Background: an optimization exercise with open tools, aiming at small area. Do not read the settings as production practice.
The RTL was checked by simulation tests, not by an equivalence proof against the original design.

Design fc_core, start of the top module:
module fc_core(
	input logic clk,
	input logic rst,                    
	input logic data_ready,             
	input logic signed[15:0] gyro_x,
	input logic signed[15:0] gyro_y,
	input logic[11:0] ch_throttle,      
	input logic[11:0] ch_roll,          
	input logic[11:0] ch_pitch,         
	input logic[11:0] ch_arm,           
	output logic[11:0] motor_br,        
	output logic[11:0] motor_fr,        
	output logic[11:0] motor_fl,        
	output logic[11:0] motor_bl         
);
For scale: about 2,700 cells after synthesis, roughly 470 flip-flops, ~130 I/O pins.
==> flow/config.mk <==
export PLATFORM = sky130hd
export DESIGN_NAME = fc_core
export DESIGN_NICKNAME = fc_core
export VERILOG_FILES = /design/flow/design.v
export SDC_FILE = /design/flow/constraint.sdc
export NUM_CORES = 4
export LEC_CHECK = 0
export CAP_MARGIN = 20
export CORE_MARGIN = 2
export CORE_UTILIZATION = 60
export CTS_BUF_LIST = sky130_fd_sc_hd__clkbuf_4 sky130_fd_sc_hd__clkbuf_8
export CTS_CLUSTER_DIAMETER = 50
export CTS_CLUSTER_SIZE = 16
export GPL_TIMING_DRIVEN = 0
export PLACE_DENSITY = 0.75
export SLEW_MARGIN = 20
export SYNTH_HIERARCHICAL = 1
==> flow/constraint.sdc <==
create_clock -name core_clock -period 28.0 [get_ports {clk}]
set_input_delay 5.6000 -clock core_clock [delete_from_list [all_inputs] [get_ports {clk}]]
set_output_delay 5.6000 -clock core_clock [all_outputs]
set_load 0.01 [all_outputs]
standard.sh (not shown) runs the stock make flow with config.mk's settings and CLKGATE_MAP_FILE= SYNTH_SCRIPT=/design/flow/synth_recipe.tcl, a recipe that flattens the netlist after the stock synthesis.
==> flow/flow/run.sh <==
#!/bin/bash
# The standard layout (standard.sh: the standard synthesis and ORFS steps,
# unchanged), with two layout options passed to ORFS:
#  - port buffers are sky130_fd_sc_hd__buf_1 cells (every port still gets one);
#  - CTS inserts no dummy loads.
# Each ORFS step writes its full log under orfs/logs/; make's output goes to
# standard.log.
set -euo pipefail
bash standard.sh \
  "BUFFER_PORTS_ARGS=-buffer_cell sky130_fd_sc_hd__buf_1" \
  "CTS_ARGS=-sink_clustering_enable -repair_clock_nets -dont_use_dummy_load -sink_clustering_size 18 -sink_clustering_max_diameter 50 -buf_list {sky130_fd_sc_hd__clkbuf_4 sky130_fd_sc_hd__clkbuf_8}" \
  finish > standard.log 2>&1
Then changed:
==> flow/flow/run.sh (replaced) <==
#!/bin/bash
# The standard layout (standard.sh: the standard synthesis and ORFS steps,
# unchanged), with two layout options passed to ORFS:
#  - port buffers are sky130_fd_sc_hd__buf_2 cells (every port still gets one);
#  - CTS inserts no dummy loads.
# Each ORFS step writes its full log under orfs/logs/; make's output goes to
# standard.log.
set -euo pipefail
bash standard.sh \
  "BUFFER_PORTS_ARGS=-buffer_cell sky130_fd_sc_hd__buf_2" \
  "CTS_ARGS=-sink_clustering_enable -repair_clock_nets -dont_use_dummy_load -sink_clustering_size 16 -sink_clustering_max_diameter 50 -buf_list {sky130_fd_sc_hd__clkbuf_4 sky130_fd_sc_hd__clkbuf_8}" \
  finish > standard.log 2>&1
CORE_UTILIZATION = 50   (was 60)
PLACE_DENSITY = 0.7   (was 0.75)
Result:
- The new run finished clean
- final area went up slightly
- worst setup slack loses 0.036 ns
- sequential share of layout area went down by 0.39 points
Then changed:
CORE_UTILIZATION = 40   (was 50)
PLACE_DENSITY = unset   (was 0.7)
Result:
- The changed run passed the timing, design-rule and antenna checks
- cell count is higher by 5.5%
- via count shrinks by 1.7%
- global-route usage went down by 3.7 points
- setup slack improved by 0.021 ns
- register-to-register slack stays flat
- non-clock buffer count went down by 1


## build 95
Another version of the RTL of fc_core (not shown whole).
For scale: ~2,700 cells after synthesis, about 470 flip-flops, about 130 I/O pins, about 0.036 mm^2 of cells after synthesis.
make LEC_CHECK=0 CAP_MARGIN=20 CORE_MARGIN=2 CORE_UTILIZATION=40 CTS_BUF_LIST=sky130_fd_sc_hd__clkbuf_8 CTS_CLUSTER_DIAMETER=50 CTS_CLUSTER_SIZE=18 SLEW_MARGIN=20 SYNTH_HIERARCHICAL=1 finish   # period 28.0 ns
run.sh (not shown) runs the stock make flow with config.mk's settings and CLKGATE_MAP_FILE= SYNTH_SCRIPT=/design/flow/synth_recipe.tcl, a recipe that flattens the netlist after the stock synthesis.
Stock flow here: none of the scripts above is used.
Build 95 went all the way through synthesis, placement and routing and the layout is clean on timing, DRC and antenna.
The following lists how build 47 was set up differently from build 95:
diff --git a/flow/config.mk b/flow/config.mk
--- a/flow/config.mk
+++ b/flow/config.mk
@@ -10,2 +10,2 @@
-export CORE_UTILIZATION = 40
-export CTS_BUF_LIST = sky130_fd_sc_hd__clkbuf_8
+export CORE_UTILIZATION = 55
+export CTS_BUF_LIST = sky130_fd_sc_hd__clkbuf_4 sky130_fd_sc_hd__clkbuf_8
@@ -13 +13 @@
-export CTS_CLUSTER_SIZE = 18
+export CTS_CLUSTER_SIZE = 20
### Flow results
Build 95 → build 47: count of clock-buffer cells in the layout rose 3.8%, effective utilization at floorplan shows an increase of 15 points, count of non-CTS buffers in the layout moved down.
[compare] base=build 95 new=build 47: global-route wire length before repair decreased by 3.4% relative to the old numbers, met2 wirelength from detailed routing decreased by 1.4 mm relative to the old numbers, flip-flop and latch share of the layout cell area increased by 0.32 points relative to the old numbers, utilization after layout increased by 17 points relative to the old numbers.
Against build 95 as the reference, build 47 delivers a higher delay of the slowest cell on the worst path.
Diff build 95 and build 47: fraction of final layout cells sized beyond drive strength 1 lower in build 95
The final standard cell area without fillers number comes out lower for build 47 vs build 95.
Relative to build 47, the following input files were edited for build 75:
diff --git a/flow/config.mk b/flow/config.mk
--- a/flow/config.mk
+++ b/flow/config.mk
@@ -10 +10 @@
-export CORE_UTILIZATION = 55
+export CORE_UTILIZATION = 40
@@ -13 +13 @@
-export CTS_CLUSTER_SIZE = 20
+export CTS_CLUSTER_SIZE = 16
==> results.txt <==
Looking at sequential share of layout area, build 75 sits below build 47. Compared with build 47, build 75 shows final cell area excluding filler cells that has gone up slightly. Changes observed in build 75 relative to build 47: count of inverters other than clock inverters in the layout essentially unchanged; worst-case clock skew shows a reduction of 42 ps. Looking at starting density of the core, build 75 sits below build 47.
### build 75 -> build 74
diff --git a/flow/config.mk b/flow/config.mk
--- a/flow/config.mk
+++ b/flow/config.mk
@@ -13,0 +14 @@
+export GPL_TIMING_DRIVEN = 0
Results
On global-route usage over all layers, build 75 and build 74 are basically level.
Build 74 gives less via count of the first global-routing pass than build 75 did.
Build 74: fraction of cell area in non-clock buffers is 2.0 points lower than what build 75 reported.


== north ==
RTL: one of the versions met above, not the one the previous note started from.
For scale: about 2700 cells after synthesis.
export LEC_CHECK = 0
export CAP_MARGIN = 20
export CORE_MARGIN = 2
export CORE_UTILIZATION = 40
export CTS_BUF_LIST = sky130_fd_sc_hd__clkbuf_4 sky130_fd_sc_hd__clkbuf_8
export CTS_CLUSTER_DIAMETER = 50
export CTS_CLUSTER_SIZE = 16
export GPL_TIMING_DRIVEN = 0
export SLEW_MARGIN = 20
export SYNTH_HIERARCHICAL = 1
create_clock -name core_clock -period 28.0 [get_ports {clk}]
standard.sh (not shown) runs the stock make flow with config.mk's settings and CLKGATE_MAP_FILE= SYNTH_SCRIPT=/design/flow/synth_recipe.tcl, a recipe that flattens the netlist after the stock synthesis.
==> flow/flow/run.sh <==
#!/bin/bash
# The standard layout (standard.sh: the standard synthesis and ORFS steps,
# unchanged), with two layout options passed to ORFS:
#  - port buffers are sky130_fd_sc_hd__buf_1 cells (every port still gets one);
#  - CTS inserts no dummy loads.
# Each ORFS step writes its full log under orfs/logs/; make's output goes to
# standard.log.
set -euo pipefail
bash standard.sh \
  "BUFFER_PORTS_ARGS=-buffer_cell sky130_fd_sc_hd__buf_1" \
  "CTS_ARGS=-sink_clustering_enable -repair_clock_nets -dont_use_dummy_load -sink_clustering_size 16 -sink_clustering_max_diameter 50 -buf_list {sky130_fd_sc_hd__clkbuf_4 sky130_fd_sc_hd__clkbuf_8}" \
  finish > standard.log 2>&1
Edits applied to the flow inputs when going from north to south:
- an added PLACE_DENSITY of 0.75
- a change of CORE_UTILIZATION from 40 to 60
--- a/flow/flow/run.sh
+++ b/flow/flow/run.sh
@@ -3,3 +3,3 @@
 # unchanged), with two layout options passed to ORFS:
-#  - port buffers are sky130_fd_sc_hd__buf_1 cells (every port still gets one);
+#  - port buffers are sky130_fd_sc_hd__buf_2 cells (every port still gets one);
 #  - CTS inserts no dummy loads.
@@ -9,3 +9,3 @@
 bash standard.sh \
-  "BUFFER_PORTS_ARGS=-buffer_cell sky130_fd_sc_hd__buf_1" \
+  "BUFFER_PORTS_ARGS=-buffer_cell sky130_fd_sc_hd__buf_2" \
   "CTS_ARGS=-sink_clustering_enable -repair_clock_nets -dont_use_dummy_load -sink_clustering_size 16 -sink_clustering_max_diameter 50 -buf_list {sky130_fd_sc_hd__clkbuf_4 sky130_fd_sc_hd__clkbuf_8}" \
Notes after the runs:
Across both runs, met1 routed wirelength after detailed routing was lower for south than for north. Between south and north, the worst hold slack is lower for north. On routed length on met2: south sits below north. Of south and north, north shows the higher wire length reported by the detailed router, with south below it. Re global-route usage over all layers: south and north aren't equal, and the higher value belongs to south.
### south -> east
- changing CORE_UTILIZATION from 60 to 40
- removing PLACE_DENSITY (formerly 0.75)
--- a/flow/flow/run.sh
+++ b/flow/flow/run.sh
@@ -10,3 +10,3 @@
   "BUFFER_PORTS_ARGS=-buffer_cell sky130_fd_sc_hd__buf_2" \
-  "CTS_ARGS=-sink_clustering_enable -repair_clock_nets -dont_use_dummy_load -sink_clustering_size 16 -sink_clustering_max_diameter 50 -buf_list {sky130_fd_sc_hd__clkbuf_4 sky130_fd_sc_hd__clkbuf_8}" \
+  "CTS_ARGS=-sink_clustering_enable -repair_clock_nets -dont_use_dummy_load -sink_clustering_size 20 -sink_clustering_max_diameter 60 -buf_list {sky130_fd_sc_hd__clkbuf_8}" \
   finish > standard.log 2>&1
Findings:
Delta (east minus south): height of the chip +55 um. Between south and east, the final worst-path cycle share does not differ in any meaningful way. Re sequential share of layout area: east and south aren't equal, and the lower value belongs to east.

[static timing again, ports no longer ideal]
In the flow no input, the clock included, has a driving cell. The finished layouts below were timed again as built, in two steps. Step 1 assumes that a clkbuf_16 drives the clock port and a buf_2 every other input. Step 2 moves the port delays by t, midway between the first and last clock arrival at a register: inputs arrive t later, outputs are due t later. That takes back most of the time a late clock gives input paths. a / b / c = ideal ports / drivers / drivers and shift; a / b = the first two.
| run | t, ns | setup WS [ns] | worst setup path at the end | pins driven straight from the clock port |
|---|---|---|---|---|
| the first run of note 1 | 0.676 | 0.502 / 0.479 / 0.479 | input to output | 1 |
| the second run of note 1 | 0.663 | 0.466 / 0.439 / 0.439 | input to output | 1 |
| the third run of note 1 | 0.673 | 0.487 / 0.461 / 0.461 | input to output | 1 |
| build 95 | 0.719 | 0.509 / 0.485 / 0.485 | input to output | 1 |
| build 47 | 0.703 | 0.512 / 0.467 / 0.467 | input to output | 1 |
| build 75 | 0.710 | 0.516 / 0.492 / 0.492 | input to output | 1 |
| build 74 | 0.707 | 0.461 / 0.434 / 0.434 | input to output | 1 |
| north | 0.661 | 0.446 / 0.424 / 0.424 | input to output | 1 |
| south | 0.682 | 0.468 / 0.446 / 0.446 | input to output | 1 |
| east | 0.655 | 0.491 / 0.465 / 0.465 | input to output | 1 |
After both steps every run listed still meets setup and hold. The setup slack of build 47, which loses most, moves by -0.045 ns with the drivers and by -0.045 ns with both steps.
